This design comes from an exercise in tuning for small area and a short achievable clock period on the open sky130 flow, not from production work.
Where RTL was checked, it was by simulation tests only, not by an equivalence proof against the original.

Setup of before:
## FLP_multiplier_4
module FLP_multiplier_4(
    input [31:0] A,
    input [31:0] B,
    input rst,
    input clk,
    output [31:0] result
);
==> flow/config.mk <==
export PLATFORM = sky130hd
export DESIGN_NAME = FLP_multiplier_4
export DESIGN_NICKNAME = FLP_multiplier_4
export VERILOG_FILES = /design/flow/design.v
export SDC_FILE = /design/flow/constraint.sdc
export NUM_CORES = 4
export LEC_CHECK = 0
export CAP_MARGIN = 20
export CORE_MARGIN = 2
export CORE_UTILIZATION = 40
export SETUP_SLACK_MARGIN = 3.5
export SLEW_MARGIN = 20
==> flow/constraint.sdc <==
create_clock -name core_clock -period 7.0 [get_ports {clk}]
set_input_delay 1.4000 -clock core_clock [delete_from_list [all_inputs] [get_ports {clk}]]
set_output_delay 1.4000 -clock core_clock [all_outputs]
set_load 0.01 [all_outputs]
standard.sh (not shown) runs the stock make flow with config.mk's settings and CLKGATE_MAP_FILE= SYNTH_SCRIPT=/design/flow/synth_recipe.tcl, a recipe that flattens the netlist after the stock synthesis.
==> flow/flow/run.sh <==
#!/bin/bash
set -o pipefail
bash standard.sh ADDER_MAP_FILE= "BUFFER_PORTS_ARGS=-buffer_cell sky130_fd_sc_hd__buf_2" finish > flow_make.log 2>&1
In summary, before completed successfully, with a layout that passed the timing, design-rule and antenna checks.
Modified inputs, after compared to before
Settings: putting CTS_BUF_LIST at sky130_fd_sc_hd__clkbuf_4 sky130_fd_sc_hd__clkbuf_8 where nothing was set; swapping 3.5 for 3.75 in SETUP_SLACK_MARGIN.
==> flow/flow/run.sh <==
#!/bin/bash
set -o pipefail
bash standard.sh ADDER_MAP_FILE= SYNTH_ARGS=-noabc "BUFFER_PORTS_ARGS=-buffer_cell sky130_fd_sc_hd__buf_2" finish > flow_make.log 2>&1
Between before and after, the difference in register area share after synthesis is negligible. A critical path's slowest cell of sky130_fd_sc_hd__or3_1 is what after shows, while sky130_fd_sc_hd__dfxtp_1 belongs to before. When after is measured against before, its worst-case headroom to the max-slew limit turns out 4.0 points higher. Changes observed in after relative to before: total number of multi-input combinational cells roughly the same, die area roughly the same. Changes observed in after relative to before: post-detailed-placement half-perimeter wirelength went up, overall die width did not really move, register-to-register slack went up, via count went up. Diff before and after: number of gates resized after CTS lower in before. Against before as the reference, after delivers a higher number of buffers inserted during clock tree synthesis.
No functional check of the RTL was part of any run of this note.


FLP_multiplier_4, a different RTL version from the one above (not shown whole).
For scale: ~2600 cells after synthesis, about 230 flip-flops, roughly 98 I/O pins.
Settings: LEC_CHECK=0, CAP_MARGIN=20, CORE_MARGIN=2, CORE_UTILIZATION=40, CTS_BUF_LIST=sky130_fd_sc_hd__clkbuf_4 sky130_fd_sc_hd__clkbuf_8, SETUP_SLACK_MARGIN=3.5, SLEW_MARGIN=20; clock period 7.0 ns.
==> flow/flow/run.sh <==
#!/bin/bash
set -o pipefail
bash standard.sh ADDER_MAP_FILE= SYNTH_ARGS=-noabc "BUFFER_PORTS_ARGS=-buffer_cell sky130_fd_sc_hd__buf_2" finish > flow_make.log 2>&1
Then changed:
==> flow/flow/run.sh (replaced) <==
#!/bin/bash
set -o pipefail
bash standard.sh ADDER_MAP_FILE= "BUFFER_PORTS_ARGS=-buffer_cell sky130_fd_sc_hd__buf_2" finish > flow_make.log 2>&1
Settings changed: ABC_AREA from default to 1, CTS_BUF_LIST sky130_fd_sc_hd__clkbuf_4 sky130_fd_sc_hd__clkbuf_8 to default.
Register-to-register slack gets better by 0.05 ns. Global-route usage is higher by 3.9 points. Setup slack improved by 0.032 ns. Final area rises by about 8%. Final cell count increases by 46%. Count of clock-buffer cells in the layout drops by 28. Sequential cell count is unchanged.
Then changed:
Settings changed: ABC_AREA 1 to default.
Result:
- die area fell by 7.2%
- setup slack gains 0.019 ns
- clock skew hardly moves
- first-iteration DRC count fell by 15%
- wire length fell by 20%
- sequential share of layout area rose by 1.2 points
- sequential cell count stays the same
Then changed:
Settings changed: CTS_BUF_LIST from default to sky130_fd_sc_hd__clkbuf_4 sky130_fd_sc_hd__clkbuf_8.
Outcome: Count of clock-buffer cells in the layout rises by 19; wire length rises slightly.
Then changed:
==> flow/flow/run.sh (replaced) <==
#!/bin/bash
set -o pipefail
bash standard.sh SYNTH_ARGS=-noabc "BUFFER_PORTS_ARGS=-buffer_cell sky130_fd_sc_hd__buf_2" finish > flow_make.log 2>&1
Critical path depth grows by 2.
Setup slack degrades by 0.24 ns.
Cell area shrinks by 3.8%.
Die area shrinks by 7.0%.
Routed wire length shrinks by 15%.
Clock-buffer cell count grows by 1.


Setup of v6:
Another version of the RTL of FLP_multiplier_4 (not shown whole).
Size in the first run: roughly 200 flip-flops, roughly 98 I/O pins, ~22,000 um^2 of cells after synthesis.
// FLP_multiplier_4
module FLP_multiplier_4(
    input [31:0] A,
    input [31:0] B,
    input rst,
    input clk,
    output [31:0] result
);
==> flow/config.mk <==
export PLATFORM = sky130hd
export DESIGN_NAME = FLP_multiplier_4
export DESIGN_NICKNAME = FLP_multiplier_4
export VERILOG_FILES = /design/flow/design.v
export SDC_FILE = /design/flow/constraint.sdc
export NUM_CORES = 4
export LEC_CHECK = 0
export CAP_MARGIN = 20
export CORE_MARGIN = 2
export CORE_UTILIZATION = 40
export SETUP_SLACK_MARGIN = 3.5
export SLEW_MARGIN = 20
==> flow/constraint.sdc <==
create_clock -name core_clock -period 7.0 [get_ports {clk}]
set_input_delay 1.4000 -clock core_clock [delete_from_list [all_inputs] [get_ports {clk}]]
set_output_delay 1.4000 -clock core_clock [all_outputs]
set_load 0.01 [all_outputs]
==> flow/flow/run.sh <==
#!/bin/bash
set -o pipefail
bash standard.sh SYNTH_ARGS=-noabc finish > flow_make.log 2>&1
Inputs modified between v6 and v7:
==> flow/flow/run.sh <==
#!/bin/bash
set -o pipefail
bash standard.sh ADDER_MAP_FILE= finish > flow_make.log 2>&1
Findings:
Per the comparison of v7 with v6, area after synthesis increased 14%; first-pass GRT wire length shows an increase of about 5%; number of instances in the synthesized netlist has increased. When the final numbers for v7 and v6 were put side by side, the worst setup slack after layout turned out to be greater in v7. Between v6 and v7, number of tapcells increased. Initial cell density of the core: v7 < v6.
No run of this note included a check of the RTL's function; only the layout flow was run.


== run a ==
Another version of the RTL of FLP_multiplier_4 (not shown whole).
Size: roughly 2600 cells after synthesis, roughly 250 flip-flops, roughly 98 I/O pins, roughly 22000 um^2 of cells after synthesis.
clock: 7.0 ns
lec_check: 0
cap_margin: 20
core_margin: 2
core_utilization: 60
setup_slack_margin: 3.5
slew_margin: 20
==> flow/flow/run.sh <==
#!/bin/bash
set -o pipefail
bash standard.sh ADDER_MAP_FILE= "BUFFER_PORTS_ARGS=-buffer_cell sky130_fd_sc_hd__buf_2" finish > flow_make.log 2>&1
Run a went all the way through the flow, and no timing, DRC or antenna check failed.
Relative to run a, the following input files were edited for run b:
Settings: a change of CORE_UTILIZATION from 60 to 40.
Findings:
Run b completed; timing, DRC and antenna clean
Changes observed in run b relative to run a: via count -0.55%; number of ordinary and repair buffers in the finished layout -8; wire length +1.4%.
In run b, total stage count of the critical path is higher than in run a.
Run b vs run a, end point of the critical path: z2[32] vs c2
Going from run a to run b, number of resized instances in the post-cts repair step climbed 2.
Per the comparison of run b with run a, achievable clock frequency roughly the same; worst setup margin higher.


Another version of the RTL of FLP_multiplier_4 (not shown whole).
Size: about 2700 cells after synthesis, roughly 210 flip-flops, roughly 0.021 mm^2 of cells after synthesis.
clock: 7.0 ns
lec_check: 0
cap_margin: 20
core_margin: 2
core_utilization: 40
cts_buf_list: sky130_fd_sc_hd__clkbuf_4 sky130_fd_sc_hd__clkbuf_8
setup_slack_margin: 3.5
slew_margin: 20
Scripts as last shown in full above: flow/flow/run.sh
Edit:
==> flow/flow/run.sh (replaced) <==
#!/bin/bash
set -o pipefail
bash standard.sh ADDER_MAP_FILE= SYNTH_ARGS=-noabc "BUFFER_PORTS_ARGS=-buffer_cell sky130_fd_sc_hd__buf_2" finish > flow_make.log 2>&1
Die area is about the same.
Hold slack barely changes.
Global-route usage drops by 1.7 points.
Wire length drops by 7.2%.
Core utilization stays flat.
Non-clock buffer count climbs by 9.
Edit:
- SETUP_SLACK_MARGIN: 3.5 -> 4.0
The changed run passed the timing, design-rule and antenna checks.
Hold slack stays flat.
Utilization rose by 7.7 points.
Worst setup slack improves by 0.19 ns.
Cell count is higher by 4.9%.
Fmax grows by 6.1%.
Clock-buffer cell count increases by 1.
Wire length came out higher by 16%.
Via count climbs by 7.3%.
Edit:
- SETUP_SLACK_MARGIN: 4.0 -> 3.85
Outcome: The new run completed with no timing, DRC or antenna violations. Utilization is lower by 4.8 points. Register-to-register slack got worse by 0.03 ns. Setup slack got worse by 0.032 ns. Hold slack barely changes. Flip-flop and latch count stays the same. Routed wire length is lower by 9.0%. Design area is lower by 9.2%.
Edit:
- SETUP_SLACK_MARGIN: 3.85 -> 3.75
Result: Routed wire length decreases by about 1.1%. Setup slack loses 0.023 ns. Maximum frequency decreases by 0.71%. Critical path depth decreases by 1. Synthesized cell count does not change. Final area decreases by 3.3%. Count of clock-buffer cells in the layout decreases by 9. Non-clock buffer count decreases by 29. Via count decreases by 1.2%. Sequential share of layout area increases by 0.42 points.

## port drivers added, routing unchanged
The flow's constraints put no driver on any port. The routed layouts listed below were extracted and timed again, unchanged, in two steps. Step 1 sets driving cells, clkbuf_16 on the clock port and buf_2 on the other inputs (assumed; they add their load-dependent delay and slew). Step 2 times the ports against the registers' clock, not the clock port: input delays grow and output delays shrink by t, the midpoint of the rising clock arrivals with the driver on. a / b / c = ideal / step 1 / step 2; a / b = the first two.
| run | t, ns | setup WS [ns] | worst setup path after step 2 | worst slew at a driven data input, ns |
|---|---|---|---|---|
| before | 0.632 | 3.611 / 3.585 / 3.127 | input to register | 0.05 |
| after | 0.643 | 3.737 / 3.713 / 3.390 | input to register | 0.06 |
| the first run of note 2 | 0.641 | 3.573 / 3.559 / 3.167 | input to register | 0.05 |
| the second run of note 2 | 0.637 | 3.605 / 3.534 / 3.428 | input to register | 0.05 |
| the third run of note 2 | 0.627 | 3.624 / 3.606 / 3.099 | input to register | 0.06 |
| the fourth run of note 2 | 0.672 | 3.644 / 3.584 / 3.062 | input to register | 0.06 |
| the fifth run of note 2 | 0.659 | 3.401 / 3.401 / 3.075 | input to register | 0.04 |
| v6 | 0.558 | 3.286 / 3.286 / 3.286 | register to register | 0.05 |
| v7 | 0.552 | 3.442 / 3.442 / 3.038 | input to register | 0.05 |
| run a | 0.603 | 3.607 / 3.607 / 3.118 | input to register | 0.03 |
| run b | 0.619 | 3.616 / 3.616 / 3.102 | input to register | 0.05 |
| the first run of note 5 | 0.646 | 3.590 / 3.590 / 3.300 | input to register | 0.03 |
| the second run of note 5 | 0.635 | 3.673 / 3.673 / 3.101 | input to register | 0.06 |
| the third run of note 5 | 0.649 | 3.865 / 3.865 / 3.241 | input to register | 0.07 |
| the fourth run of note 5 | 0.651 | 3.833 / 3.833 / 3.212 | input to register | 0.06 |
| the fifth run of note 5 | 0.623 | 3.810 / 3.810 / 3.264 | input to register | 0.07 |
After both steps every run listed still meets setup and hold. For the third run of note 5, which loses most, drivers alone change the setup slack by 0.000 ns; drivers and shift together by -0.624 ns.
